What follows belongs to an exercise in optimizing a design on an open flow for small area; a production flow would make more cautious choices. Only simulation tests tie the RTL to the original design; equivalence was not proved. The clock port is modelled as an ideal driver; clocking choices that lean on that would not hold on a real chip. Power and IR drop assume default switching activity.

Design top, start of the top module:
module top (
  input wire clk,
  input wire rst,
  input wire rx,
  output wire tx
);
Size: ~98 cells after synthesis, about 25 flip-flops, about 4 I/O pins, about 850 sq um of cells after synthesis.
export LEC_CHECK = 0
export ABC_AREA = 1
export CAP_MARGIN = 20
export CORE_AREA = 2 2 60 60
export DIE_AREA = 0 0 62 62
export SLEW_MARGIN = 20
create_clock -name core_clock -period 8.0 [get_ports {clk}]
standard.sh (not shown) runs the stock make flow with config.mk's settings and CLKGATE_MAP_FILE= SYNTH_SCRIPT=/design/flow/synth_recipe.tcl, a recipe that flattens the netlist after the stock synthesis.
==> flow/flow/run.sh <==
#!/bin/bash
# The standard ORFS layout with two changes:
#  - port buffers are plain sky130_fd_sc_hd__buf_1 cells;
#  - the clock tree is a single buffer (inserted by clkbuf.tcl just before
#    CTS) that drives every flip-flop, so TritonCTS, pointed at the clock
#    port net that now has one sink, adds nothing. The hold repair of the
#    CTS step still runs.
# ORFS writes each step's full log under orfs/logs/; make's own output goes
# to standard.log.
set -euo pipefail
export ONE_CLKBUF=sky130_fd_sc_hd__buf_12
bash standard.sh finish \
  'BUFFER_PORTS_ARGS=-buffer_cell sky130_fd_sc_hd__buf_1' \
  "PRE_CTS_TCL=$PWD/flow/clkbuf.tcl" \
  'CTS_ARGS=-clk_nets clk -dont_use_dummy_load' \
  > standard.log 2>&1
==> flow/flow/clkbuf.tcl <==
# Drive every clock sink from one clock buffer placed at the sinks' centroid;
# the clock port then feeds only that buffer.
set block [ord::get_db_block]
set db [ord::get_db]
set clk [$block findNet clk]
set master [$db findMaster $::env(ONE_CLKBUF)]
set inst [odb::dbInst_create $block $master clkbuf_root]
set net [odb::dbNet_create $block clknet_root]
$net setSigType CLOCK
set sx 0; set sy 0; set n 0
foreach it [$clk getITerms] {
  set i [$it getInst]
  set bb [$i getBBox]
  set sx [expr {$sx + ([$bb xMin] + [$bb xMax]) / 2}]
  set sy [expr {$sy + ([$bb yMin] + [$bb yMax]) / 2}]
  incr n
  $it disconnect
  $it connect $net
}
[$inst findITerm A] connect $clk
[$inst findITerm X] connect $net
$inst setLocation [expr {$sx / $n}] [expr {$sy / $n}]
$inst setPlacementStatus PLACED
puts "clkbuf.tcl: $::env(ONE_CLKBUF) drives $n clock sinks"
The first run completed with no timing, DRC or antenna violations.
Next try:
==> flow/run.sh (new file) <==
#!/bin/bash
# synth_recipe.tcl (not shown) runs the flow's synth.tcl, then flattens the netlist and writes it again
# the make line also repeats each setting of config.mk as NAME=value (left out here)
make -C /OpenROAD-flow-scripts/flow DESIGN_CONFIG=/design/flow/config.mk WORK_HOME=/design/flow/orfs CLKGATE_MAP_FILE= SYNTH_SCRIPT=/design/flow/synth_recipe.tcl finish
--- a/flow/config.mk
+++ b/flow/config.mk
@@ -10,2 +10,3 @@
 export CORE_AREA = 2 2 60 60
+export CTS_BUF_LIST = sky130_fd_sc_hd__clkbuf_8
 export DIE_AREA = 0 0 62 62
removed: flow/flow/run.sh
removed: flow/flow/clkbuf.tcl
removed: flow/standard.sh
After rerunning:
- total power increases by 12%
- routed wire length is higher by 2.1%
- synthesized cell count does not change
- clock skew stays flat
- hold slack is about the same
- setup slack loses 0.40 ns
- first-iteration DRC count goes up by 110%
- global-route usage is higher by 1.0 points
Next try:
==> flow/flow/run.sh (new file) <==
#!/bin/bash
set -euo pipefail
export ONE_CLKBUF=sky130_fd_sc_hd__buf_8
bash standard.sh finish \
  'BUFFER_PORTS_ARGS=-buffer_cell sky130_fd_sc_hd__buf_1' \
  "PRE_CTS_TCL=$PWD/flow/clkbuf.tcl" \
  'CTS_ARGS=-clk_nets clk -dont_use_dummy_load' \
  > standard.log 2>&1
==> flow/flow/clkbuf.tcl (new file) <==
# Drive every clock sink from one clock buffer placed at the sinks' centroid;
# the clock port then feeds only that buffer.
set block [ord::get_db_block]
set db [ord::get_db]
set clk [$block findNet clk]
set master [$db findMaster $::env(ONE_CLKBUF)]
set inst [odb::dbInst_create $block $master clkbuf_root]
set net [odb::dbNet_create $block clknet_root]
$net setSigType CLOCK
set sx 0; set sy 0; set n 0
foreach it [$clk getITerms] {
  set i [$it getInst]
  set bb [$i getBBox]
  set sx [expr {$sx + ([$bb xMin] + [$bb xMax]) / 2}]
  set sy [expr {$sy + ([$bb yMin] + [$bb yMax]) / 2}]
  incr n
  $it disconnect
  $it connect $net
}
[$inst findITerm A] connect $clk
[$inst findITerm X] connect $net
$inst setLocation [expr {$sx / $n}] [expr {$sy / $n}]
$inst setPlacementStatus PLACED
puts "clkbuf.tcl: $::env(ONE_CLKBUF) drives $n clock sinks"
==> flow/standard.sh (new file) <==
#!/bin/bash
# synth_recipe.tcl (not shown) runs the flow's synth.tcl, then flattens the netlist and writes it again
# the make line also repeats each setting of config.mk as NAME=value (left out here)
make -C /OpenROAD-flow-scripts/flow DESIGN_CONFIG=/design/flow/config.mk WORK_HOME=/design/flow/orfs CLKGATE_MAP_FILE= SYNTH_SCRIPT=/design/flow/synth_recipe.tcl "${@:-finish}"
--- a/flow/config.mk
+++ b/flow/config.mk
@@ -10,3 +10,2 @@
 export CORE_AREA = 2 2 60 60
-export CTS_BUF_LIST = sky130_fd_sc_hd__clkbuf_8
 export DIE_AREA = 0 0 62 62
removed: flow/run.sh
The new run passed the timing, design-rule and antenna checks.
Synthesized cell count does not change.
First-iteration DRC count came out lower by well over a third.
Design area came out lower by a few percent.
Worst setup slack gains 0.43 ns.
Core utilization came out lower by 1.5 points.
Register-to-register slack is about the same.

========
Starting RTL as in the previous note.
// top
module top (
  input wire clk,
  input wire rst,
  input wire rx,
  output wire tx
);
clock: 8.0 ns
lec_check: 0
abc_area: 1
cap_margin: 20
core_area: 2 2 60 60
die_area: 0 0 62 62
slew_margin: 20
==> flow/flow/run.sh <==
#!/bin/bash
set -euo pipefail
export ONE_CLKBUF=sky130_fd_sc_hd__clkbuf_16
bash standard.sh finish \
  'BUFFER_PORTS_ARGS=-buffer_cell sky130_fd_sc_hd__buf_1' \
  "PRE_CTS_TCL=$PWD/flow/clkbuf.tcl" \
  'CTS_ARGS=-clk_nets clk -dont_use_dummy_load' \
  > standard.log 2>&1
==> flow/flow/clkbuf.tcl <==
# Drive every clock sink from one clock buffer placed at the sinks' centroid;
# the clock port then feeds only that buffer.
set block [ord::get_db_block]
set db [ord::get_db]
set clk [$block findNet clk]
set master [$db findMaster $::env(ONE_CLKBUF)]
set inst [odb::dbInst_create $block $master clkbuf_root]
set net [odb::dbNet_create $block clknet_root]
$net setSigType CLOCK
set sx 0; set sy 0; set n 0
foreach it [$clk getITerms] {
  set i [$it getInst]
  set bb [$i getBBox]
  set sx [expr {$sx + ([$bb xMin] + [$bb xMax]) / 2}]
  set sy [expr {$sy + ([$bb yMin] + [$bb yMax]) / 2}]
  incr n
  $it disconnect
  $it connect $net
}
[$inst findITerm A] connect $clk
[$inst findITerm X] connect $net
$inst setLocation [expr {$sx / $n}] [expr {$sy / $n}]
$inst setPlacementStatus PLACED
puts "clkbuf.tcl: $::env(ONE_CLKBUF) drives $n clock sinks"
The first run produced a clean layout.
Change:
--- a/flow/flow/run.sh
+++ b/flow/flow/run.sh
@@ -1,0 +2,10 @@
+# The standard ORFS layout (standard.sh) with these changes:
+#  - synthesis runs my_synth.tcl: the standard synthesis, but ABC maps the
+#    logic with area.abc (deeper AIG optimisation, area-oriented mapping);
+#  - port buffers are plain sky130_fd_sc_hd__buf_1 cells;
+#  - the clock tree is a single buffer (inserted by clkbuf.tcl just before
+#    CTS) that drives every flip-flop, so TritonCTS, pointed at the clock
+#    port net that now has one sink, adds nothing. The CTS step's hold
+#    repair still runs.
+# ORFS writes each step's full log under orfs/logs/; make's own output goes
+# to standard.log.
@@ -3 +13,2 @@
-export ONE_CLKBUF=sky130_fd_sc_hd__clkbuf_16
+export ONE_CLKBUF=sky130_fd_sc_hd__buf_12
+export MY_ABC_SCRIPT=$PWD/flow/area.abc
@@ -4,0 +16 @@
+  "SYNTH_SCRIPT=$PWD/flow/my_synth.tcl" \
==> flow/flow/area.abc (new file) <==
strash
&get -n
&deepsyn -J 20 -T 100
&put
&get -n
&dch -f
&nf -R 1000
&put
topo
dnsize -c
==> flow/flow/my_synth.tcl (new file) <==
# synth_recipe.tcl (the standard synthesis) with one change: ABC maps the
# combinational logic with the area-oriented script in $::env(MY_ABC_SCRIPT)
# instead of ORFS's abc_area.script. Flip-flops are mapped before ABC runs,
# so the registers, their names and cell types are those of the standard
# synthesis.
proc synth {args} { yosys synth -nofsm -noshare {*}$args }
proc abc {args} {
  set i [lsearch -exact $args -script]
  if { $i >= 0 } { lset args [expr {$i + 1}] $::env(MY_ABC_SCRIPT) }
  yosys abc {*}$args
}
source $::env(SCRIPTS_DIR)/synth.tcl
# left out here: clear keep_hierarchy, flatten, clean up, hide names made inside functions, write 1_2_yosys.v
Outcome:
- worst setup slack gets worse by 0.33 ns
- wire length went down by 22%
- core utilization went down by 2.6 points
- synthesized area went down by 12%
- clock power went down by 7.8%
- clock skew is about the same
- global-route usage went down by 1.6 points
- total power went up by 3.2%
- die area does not change
- via count went down by 25%
- final cell count went down by 23%
Change:
==> flow/flow/run.sh (replaced) <==
#!/bin/bash
set -euo pipefail
export ONE_CLKBUF=sky130_fd_sc_hd__buf_12
export MY_ABC_SCRIPT=$PWD/flow/area.abc
bash standard.sh finish \
  "SYNTH_SCRIPT=$PWD/flow/my_synth.tcl" \
  'BUFFER_PORTS_ARGS=-buffer_cell sky130_fd_sc_hd__buf_1' \
  "PRE_CTS_TCL=$PWD/flow/clkbuf.tcl" \
  'CTS_ARGS=-clk_nets clk -dont_use_dummy_load' \
  > standard.log 2>&1
==> flow/flow/area.abc (replaced) <==
strash
balance; rewrite; refactor; balance; rewrite; rewrite -z; balance; refactor -z; rewrite -z; balance
dch -f
amap
topo
dnsize -c
==> flow/flow/my_synth.tcl (replaced) <==
# synth_recipe.tcl with ABC's mapping script replaced by $::env(MY_ABC_SCRIPT)
proc synth {args} { yosys synth -nofsm -noshare {*}$args }
proc abc {args} {
  set i [lsearch -exact $args -script]
  if { $i >= 0 } { lset args [expr {$i + 1}] $::env(MY_ABC_SCRIPT) }
  yosys abc {*}$args
}
source $::env(SCRIPTS_DIR)/synth.tcl
# left out here: clear keep_hierarchy, flatten, clean up, hide names made inside functions, write 1_2_yosys.v
Utilization increases by 0.69 points.
Worst setup slack gains 0.29 ns.
Clock skew is about the same.
Final cell count increases by 1.8%.

## separate check: timing with driven ports
Ports are ideal in the flow. The routed layouts listed here were re-timed in OpenROAD.
Step 1 assumes that a clkbuf_16 drives the clock port and a buf_2 every other input.
Step 2 also shifts input and output timing later by t, the mid clock arrival at the registers, as if the neighbouring blocks saw the same clock.
Three values: ideal ports, drivers, drivers and shift; two values: the first two.
run	shift t [ns]	setup slack, ns	slew at the worst register clock pin (ns)	worst data-port slew with drivers (ns)
the first run of note 1	0.158	5.670 / 5.679 / 5.521	0.09 / 0.09	0.03
the second run of note 1	0.280	5.267 / 5.245 / 5.220	0.08 / 0.08	0.03
the third run of note 1	0.173	5.695 / 5.701 / 5.528	0.12 / 0.12	0.03
the first run of note 2	0.179	5.713 / 5.718 / 5.539	0.09 / 0.09	0.03
the second run of note 2	0.152	5.379 / 5.388 / 5.236	0.09 / 0.09	0.03
the third run of note 2	0.151	5.671 / 5.671 / 5.520	0.09 / 0.09	0.03
After both steps setup and hold are still met in every run listed. The setup slack of the first run of note 2, which loses most, moves by +0.005 ns with the drivers and by -0.174 ns with both steps.
